Background: an optimization exercise with open tools, aiming at small area and a short achievable clock period. Do not read the settings as production practice.
The RTL was checked by simulation tests, not by an equivalence proof against the original design.

==> branch fjord <==
==> flow/design.v (excerpt) <==
module SCPU(
    input         clk,
    input         rst,
    input  [31:0] inst,
    input  [31:0] data_in,   
    output [31:0] addr_out,  
    output [31:0] data_out,  
    output [31:0] pc_out,    
    output        mem_write,
    output [31:0] out,
    output [6:0]  exmem_opcode,
    input         cache_resp_stall
    );
clock: 10.0 ns
lec_check: 0
cap_margin: 20
core_margin: 2
core_utilization: 50
slew_margin: 20
synth_hierarchical: 1
synth_minimum_keep_size: 0
standard.sh (not shown) runs the stock make flow with config.mk's settings and CLKGATE_MAP_FILE= SYNTH_SCRIPT=/design/flow/synth_recipe.tcl, a recipe that flattens the netlist after the stock synthesis.
==> flow/flow/run.sh <==
#!/bin/bash
# Standard layout, with a tighter setup target for timing repair, plain
# buffers on the ports, and sink clusters of up to 24 flip-flops and no dummy
# loads in clock tree synthesis. Each tool's output goes to a log here.
set -euo pipefail
export SETUP_SLACK_MARGIN=6.25
export BUFFER_PORTS_ARGS="-buffer_cell sky130_fd_sc_hd__buf_2"
export CTS_ARGS="-sink_clustering_enable -repair_clock_nets -dont_use_dummy_load -sink_clustering_size 24 -sink_clustering_max_diameter 120"
bash standard.sh > standard_flow.log 2>&1
==> branch garnet (differences from branch fjord) <==
--- a/flow/design.v
+++ b/flow/design.v
@@ -54,10 +54,14 @@
                 S_J2: fs <= S_J3;
                 S_J3: fs <= S_J4;
                 S_L1: fs <= S_L2;
                 default: fs <= S_N;
             endcase
+            if (bubble)
+                if_inst <= NOP;
+            else
+                if_inst <= inst;
         end
     end
     wire fs_j = (fs == S_J1) | (fs == S_J2) | (fs == S_J3) | (fs == S_J4);
     wire [31:0] pcm4 = pc - 32'd4;
     always @(posedge clk or posedge rst) begin
@@ -213,19 +217,10 @@
     LateAo u_lt_r(.a(res0[0] | slt_j), .b(slt_k), .c(as[31]), .y(res_b0));
     wire [31:0] alu = {alu0[31:1], alu_b0};
     wire [31:0] res = {res0[31:1], res_b0};
     wire        flagj = e_ujmp | (e_beq & eq) | (e_bne & ~eq);
     wire [31:0] wb_next = m_link ? pcm4 : (m_ld ? data_in : m_res);
-    wire [31:0] if_inst_n, m_res_n, w_val_n;
-    Hold32 h_if(.run(run), .d(bubble ? NOP : inst), .q(if_inst), .y(if_inst_n));
-    Hold32 h_mr(.run(run), .d(res), .q(m_res), .y(m_res_n));
-    Hold32 h_wv(.run(run), .d(wb_next), .q(w_val), .y(w_val_n));
-    always @(posedge clk) begin
-        if_inst <= if_inst_n;
-        m_res   <= m_res_n;
-        w_val   <= w_val_n;
-    end
     always @(posedge clk) begin
         if (rst) begin
             e_op <= 7'b0;
             e_wmtvec <= 1'b0;
             e_wmepc  <= 1'b0;
@@ -279,19 +274,21 @@
             e_sll <= aop == 4'b0001;
             e_srl <= aop == 4'b0101;
             e_or  <= aop == 4'b0110;
             e_and <= aop == 4'b0111;
             m_addr <= alu;
+            m_res  <= res;
             m_do1  <= e_ls ? m_res : e_r2;
             m_rd   <= e_rd;
             m_eq   <= e_eqm;
             m_link <= e_link;
             m_we   <= e_we;
             m_mw   <= e_mw;
             m_ld   <= e_ld;
             m_jr   <= e_jr;
             m_flagj <= flagj;
+            w_val  <= wb_next;
         end
     end
     wire        n_eq  = run ? e_eqw : m_eq;
     wire [31:0] n_do1 = run ? (e_ls ? m_res : e_r2) : m_do1;
     always @(posedge clk) begin
@@ -452,8 +449,5 @@
     assign y = (r & {32{~kill}}) | ~nx;
 endmodule
 module LateAo(input a, input b, input c, output y);
     assign y = a | (b & c);
 endmodule
-module Hold32(input run, input [31:0] d, input [31:0] q, output [31:0] y);
-    assign y = run ? d : q;
-endmodule
==> flow/flow/run.sh (replaced) <==
#!/bin/bash
# Standard layout, with a tighter setup target for timing repair, and larger
# sink clusters and no dummy loads in clock tree synthesis. Each tool's
# output goes to a log here.
set -euo pipefail
export SETUP_SLACK_MARGIN=6.5
export CTS_ARGS="-sink_clustering_enable -repair_clock_nets -dont_use_dummy_load -sink_clustering_size 24 -sink_clustering_max_diameter 120"
bash standard.sh > standard_flow.log 2>&1
==> branch raven (differences from branch fjord) <==
--- a/flow/design.v
+++ b/flow/design.v
@@ -54,10 +54,14 @@
                 S_J2: fs <= S_J3;
                 S_J3: fs <= S_J4;
                 S_L1: fs <= S_L2;
                 default: fs <= S_N;
             endcase
+            if (bubble)
+                if_inst <= NOP;
+            else
+                if_inst <= inst;
         end
     end
     wire fs_j = (fs == S_J1) | (fs == S_J2) | (fs == S_J3) | (fs == S_J4);
     wire [31:0] pcm4 = pc - 32'd4;
     always @(posedge clk or posedge rst) begin
@@ -213,19 +217,10 @@
     LateAo u_lt_r(.a(res0[0] | slt_j), .b(slt_k), .c(as[31]), .y(res_b0));
     wire [31:0] alu = {alu0[31:1], alu_b0};
     wire [31:0] res = {res0[31:1], res_b0};
     wire        flagj = e_ujmp | (e_beq & eq) | (e_bne & ~eq);
     wire [31:0] wb_next = m_link ? pcm4 : (m_ld ? data_in : m_res);
-    wire [31:0] if_inst_n, m_res_n, w_val_n;
-    Hold32 h_if(.run(run), .d(bubble ? NOP : inst), .q(if_inst), .y(if_inst_n));
-    Hold32 h_mr(.run(run), .d(res), .q(m_res), .y(m_res_n));
-    Hold32 h_wv(.run(run), .d(wb_next), .q(w_val), .y(w_val_n));
-    always @(posedge clk) begin
-        if_inst <= if_inst_n;
-        m_res   <= m_res_n;
-        w_val   <= w_val_n;
-    end
     always @(posedge clk) begin
         if (rst) begin
             e_op <= 7'b0;
             e_wmtvec <= 1'b0;
             e_wmepc  <= 1'b0;
@@ -279,19 +274,21 @@
             e_sll <= aop == 4'b0001;
             e_srl <= aop == 4'b0101;
             e_or  <= aop == 4'b0110;
             e_and <= aop == 4'b0111;
             m_addr <= alu;
+            m_res  <= res;
             m_do1  <= e_ls ? m_res : e_r2;
             m_rd   <= e_rd;
             m_eq   <= e_eqm;
             m_link <= e_link;
             m_we   <= e_we;
             m_mw   <= e_mw;
             m_ld   <= e_ld;
             m_jr   <= e_jr;
             m_flagj <= flagj;
+            w_val  <= wb_next;
         end
     end
     wire        n_eq  = run ? e_eqw : m_eq;
     wire [31:0] n_do1 = run ? (e_ls ? m_res : e_r2) : m_do1;
     always @(posedge clk) begin
@@ -368,24 +365,35 @@
     assign g = a & b;
 endmodule
 module AddTree(input [31:0] p, input [31:0] g, input cin, output [31:0] c);
     wire [31:0] g0 = {g[31:1], g[0] | (p[0] & cin)};
     wire [31:0] g1, p1, g2, p2, g3, p3, g4, p4, g5;
-    PrefixLevel #(.D(1))  l1(.gi(g0), .pi(p),  .go(g1), .po(p1));
-    PrefixLevel #(.D(2))  l2(.gi(g1), .pi(p1), .go(g2), .po(p2));
-    PrefixLevel #(.D(4))  l3(.gi(g2), .pi(p2), .go(g3), .po(p3));
-    PrefixLevel #(.D(8))  l4(.gi(g3), .pi(p3), .go(g4), .po(p4));
-    PrefixLast  #(.D(16)) l5(.gi(g4), .pi(p4), .go(g5));
+    PrefixLevel #(.D(1))  l1(.gh(g0[31:1]),  .ph(p[31:1]),   .gl(g0[30:0]), .pl(p[30:0]),   .go(g1[31:1]),  .po(p1[31:1]));
+    assign g1[0] = g0[0];
+    assign p1[0] = p[0];
+    PrefixLevel #(.D(2))  l2(.gh(g1[31:2]),  .ph(p1[31:2]),  .gl(g1[29:0]), .pl(p1[29:0]),  .go(g2[31:2]),  .po(p2[31:2]));
+    assign g2[1:0] = g1[1:0];
+    assign p2[1:0] = p1[1:0];
+    PrefixLevel #(.D(4))  l3(.gh(g2[31:4]),  .ph(p2[31:4]),  .gl(g2[27:0]), .pl(p2[27:0]),  .go(g3[31:4]),  .po(p3[31:4]));
+    assign g3[3:0] = g2[3:0];
+    assign p3[3:0] = p2[3:0];
+    PrefixLevel #(.D(8))  l4(.gh(g3[31:8]),  .ph(p3[31:8]),  .gl(g3[23:0]), .pl(p3[23:0]),  .go(g4[31:8]),  .po(p4[31:8]));
+    assign g4[7:0] = g3[7:0];
+    assign p4[7:0] = p3[7:0];
+    PrefixLast  l5(.gh(g4[30:16]), .ph(p4[30:16]), .gl(g4[14:0]), .go(g5[30:16]));
+    assign g5[15:0] = g4[15:0];
+    assign g5[31] = 1'b0;
     assign c = {g5[30:0], cin};
 endmodule
-module PrefixLevel #(parameter D = 1) (input [31:0] gi, input [31:0] pi,
-                                       output [31:0] go, output [31:0] po);
-    assign go = gi | (pi & {gi[31-D:0], {D{1'b0}}});
-    assign po = pi & {pi[31-D:0], {D{1'b0}}};
+module PrefixLevel #(parameter D = 1) (input [31:D] gh, input [31:D] ph,
+                                       input [31-D:0] gl, input [31-D:0] pl,
+                                       output [31:D] go, output [31:D] po);
+    assign go = gh | (ph & gl);
+    assign po = ph & pl;
 endmodule
-module PrefixLast #(parameter D = 16) (input [31:0] gi, input [31:0] pi, output [31:0] go);
-    assign go = gi | (pi & {gi[31-D:0], {D{1'b0}}});
+module PrefixLast(input [30:16] gh, input [30:16] ph, input [14:0] gl, output [30:16] go);
+    assign go = gh | (ph & gl);
 endmodule
 module Fwd5(input sR, input sW, input sI, input sS, input [4:0] r, input [4:0] w,
             input [4:0] i, input [4:0] s, output [4:0] y);
     assign y = ({5{sR}} & r) | ({5{sW}} & w) | ({5{sI}} & i) | ({5{sS}} & s);
 endmodule
@@ -452,8 +460,5 @@
     assign y = (r & {32{~kill}}) | ~nx;
 endmodule
 module LateAo(input a, input b, input c, output y);
     assign y = a | (b & c);
 endmodule
-module Hold32(input run, input [31:0] d, input [31:0] q, output [31:0] y);
-    assign y = run ? d : q;
-endmodule
Settings changed: CORE_UTILIZATION 50 to 56, GPL_TIMING_DRIVEN set to 0.
==> branch tundra (differences from branch fjord) <==
--- a/flow/design.v
+++ b/flow/design.v
@@ -54,10 +54,14 @@
                 S_J2: fs <= S_J3;
                 S_J3: fs <= S_J4;
                 S_L1: fs <= S_L2;
                 default: fs <= S_N;
             endcase
+            if (bubble)
+                if_inst <= NOP;
+            else
+                if_inst <= inst;
         end
     end
     wire fs_j = (fs == S_J1) | (fs == S_J2) | (fs == S_J3) | (fs == S_J4);
     wire [31:0] pcm4 = pc - 32'd4;
     always @(posedge clk or posedge rst) begin
@@ -213,19 +217,10 @@
     LateAo u_lt_r(.a(res0[0] | slt_j), .b(slt_k), .c(as[31]), .y(res_b0));
     wire [31:0] alu = {alu0[31:1], alu_b0};
     wire [31:0] res = {res0[31:1], res_b0};
     wire        flagj = e_ujmp | (e_beq & eq) | (e_bne & ~eq);
     wire [31:0] wb_next = m_link ? pcm4 : (m_ld ? data_in : m_res);
-    wire [31:0] if_inst_n, m_res_n, w_val_n;
-    Hold32 h_if(.run(run), .d(bubble ? NOP : inst), .q(if_inst), .y(if_inst_n));
-    Hold32 h_mr(.run(run), .d(res), .q(m_res), .y(m_res_n));
-    Hold32 h_wv(.run(run), .d(wb_next), .q(w_val), .y(w_val_n));
-    always @(posedge clk) begin
-        if_inst <= if_inst_n;
-        m_res   <= m_res_n;
-        w_val   <= w_val_n;
-    end
     always @(posedge clk) begin
         if (rst) begin
             e_op <= 7'b0;
             e_wmtvec <= 1'b0;
             e_wmepc  <= 1'b0;
@@ -279,19 +274,21 @@
             e_sll <= aop == 4'b0001;
             e_srl <= aop == 4'b0101;
             e_or  <= aop == 4'b0110;
             e_and <= aop == 4'b0111;
             m_addr <= alu;
+            m_res  <= res;
             m_do1  <= e_ls ? m_res : e_r2;
             m_rd   <= e_rd;
             m_eq   <= e_eqm;
             m_link <= e_link;
             m_we   <= e_we;
             m_mw   <= e_mw;
             m_ld   <= e_ld;
             m_jr   <= e_jr;
             m_flagj <= flagj;
+            w_val  <= wb_next;
         end
     end
     wire        n_eq  = run ? e_eqw : m_eq;
     wire [31:0] n_do1 = run ? (e_ls ? m_res : e_r2) : m_do1;
     always @(posedge clk) begin
@@ -452,8 +449,5 @@
     assign y = (r & {32{~kill}}) | ~nx;
 endmodule
 module LateAo(input a, input b, input c, output y);
     assign y = a | (b & c);
 endmodule
-module Hold32(input run, input [31:0] d, input [31:0] q, output [31:0] y);
-    assign y = run ? d : q;
-endmodule
==> flow/flow/run.sh (replaced) <==
#!/bin/bash
# Standard layout, with a tighter setup target for timing repair, plain
# buffers on the ports, and sink clusters of up to 24 flip-flops and no dummy
# loads in clock tree synthesis. Each tool's output goes to a log here.
set -euo pipefail
export SETUP_SLACK_MARGIN=6.0
export BUFFER_PORTS_ARGS="-buffer_cell sky130_fd_sc_hd__buf_2"
export CTS_ARGS="-sink_clustering_enable -repair_clock_nets -dont_use_dummy_load -sink_clustering_size 24 -sink_clustering_max_diameter 120"
bash standard.sh > standard_flow.log 2>&1
==> metrics.yaml <==
power_leakage_nw: 30.1
multi_input_cells: 3414
fill_cells: 11900
reg2regPathDepth: 13
final_core_utilization: 0.564
status: "complete, no violations"
buffers: 552
grtUsageTotal: 0.398
drtIter0Drc: 11400
hold_slack_ps: 403
That was branch fjord.
==> metrics.yaml <==
drtIter0Drc: 12100
globalRouteOverflowTotal: 0
seq_cells: 1507
grtUsageTotal: 0.394
hold_slack_ps: 365
reg2regPathDepth: 15
buffers: 733
fill_cells: 11300
final_core_utilization: 0.590
ant_nets: 0
status: "complete, no violations"
power_leakage_nw: 30.7
That was branch garnet.
==> metrics.yaml <==
multi_input_cells: 3243
hold_slack_ps: 372
final_core_utilization: 0.666
post-dp-hpwl_um: 220000
power_leakage_nw: 31.0
clock_latency_ps: 710
root_buffer: "clkbuf_16"
dieArea_um2: 130000
drtIter0Drc: 14800
syn-num-nets: 5376
status: "complete, no violations"
fill_cells: 9033
That was branch raven.
==> metrics.yaml <==
status: "complete, no violations"
tightestPinTransition_ps: 1290
multi_input_cells: 3242
buffers: 441
power_leakage_nw: 28.7
slew_headroom: 0.135
reg2regPathDepth: 8
grtUsageTotal: 0.378
hold_slack_ps: 372
fill_cells: 11800
final_core_utilization: 0.552
crit_fanout: 25
That was branch tundra.

## static timing again, ports no longer ideal
In the flow no input, the clock included, has a driving cell. The finished layouts below were timed again as built, in two steps.
Step 1 sets driving cells, clkbuf_16 on the clock port and buf_2 on the other inputs (assumed; they add their load-dependent delay and slew).
Step 2, shift: input delay + t, output delay - t, t = (earliest + latest rising clock arrival at the registers) / 2. This alone moves slack from input paths to output paths.
a / b / c = ideal ports / drivers / drivers and shift; a / b = the first two.
run	shift t [ns]	slack for setup (ns)	worst setup path at the end	worst register clock-pin slew, ns
branch fjord	0.758	6.165 / 6.165 / 5.557	input to register	0.11 / 0.11
branch garnet	0.772	6.142 / 6.142 / 5.769	input to register	0.11 / 0.11
branch raven	0.758	6.012 / 6.012 / 5.544	input to register	0.12 / 0.12
branch tundra	0.785	5.963 / 5.963 / 5.231	input to register	0.11 / 0.11
After both steps every run listed still meets setup and hold. The setup slack of branch tundra, which loses most, moves by 0.000 ns with the drivers and by -0.732 ns with both steps.
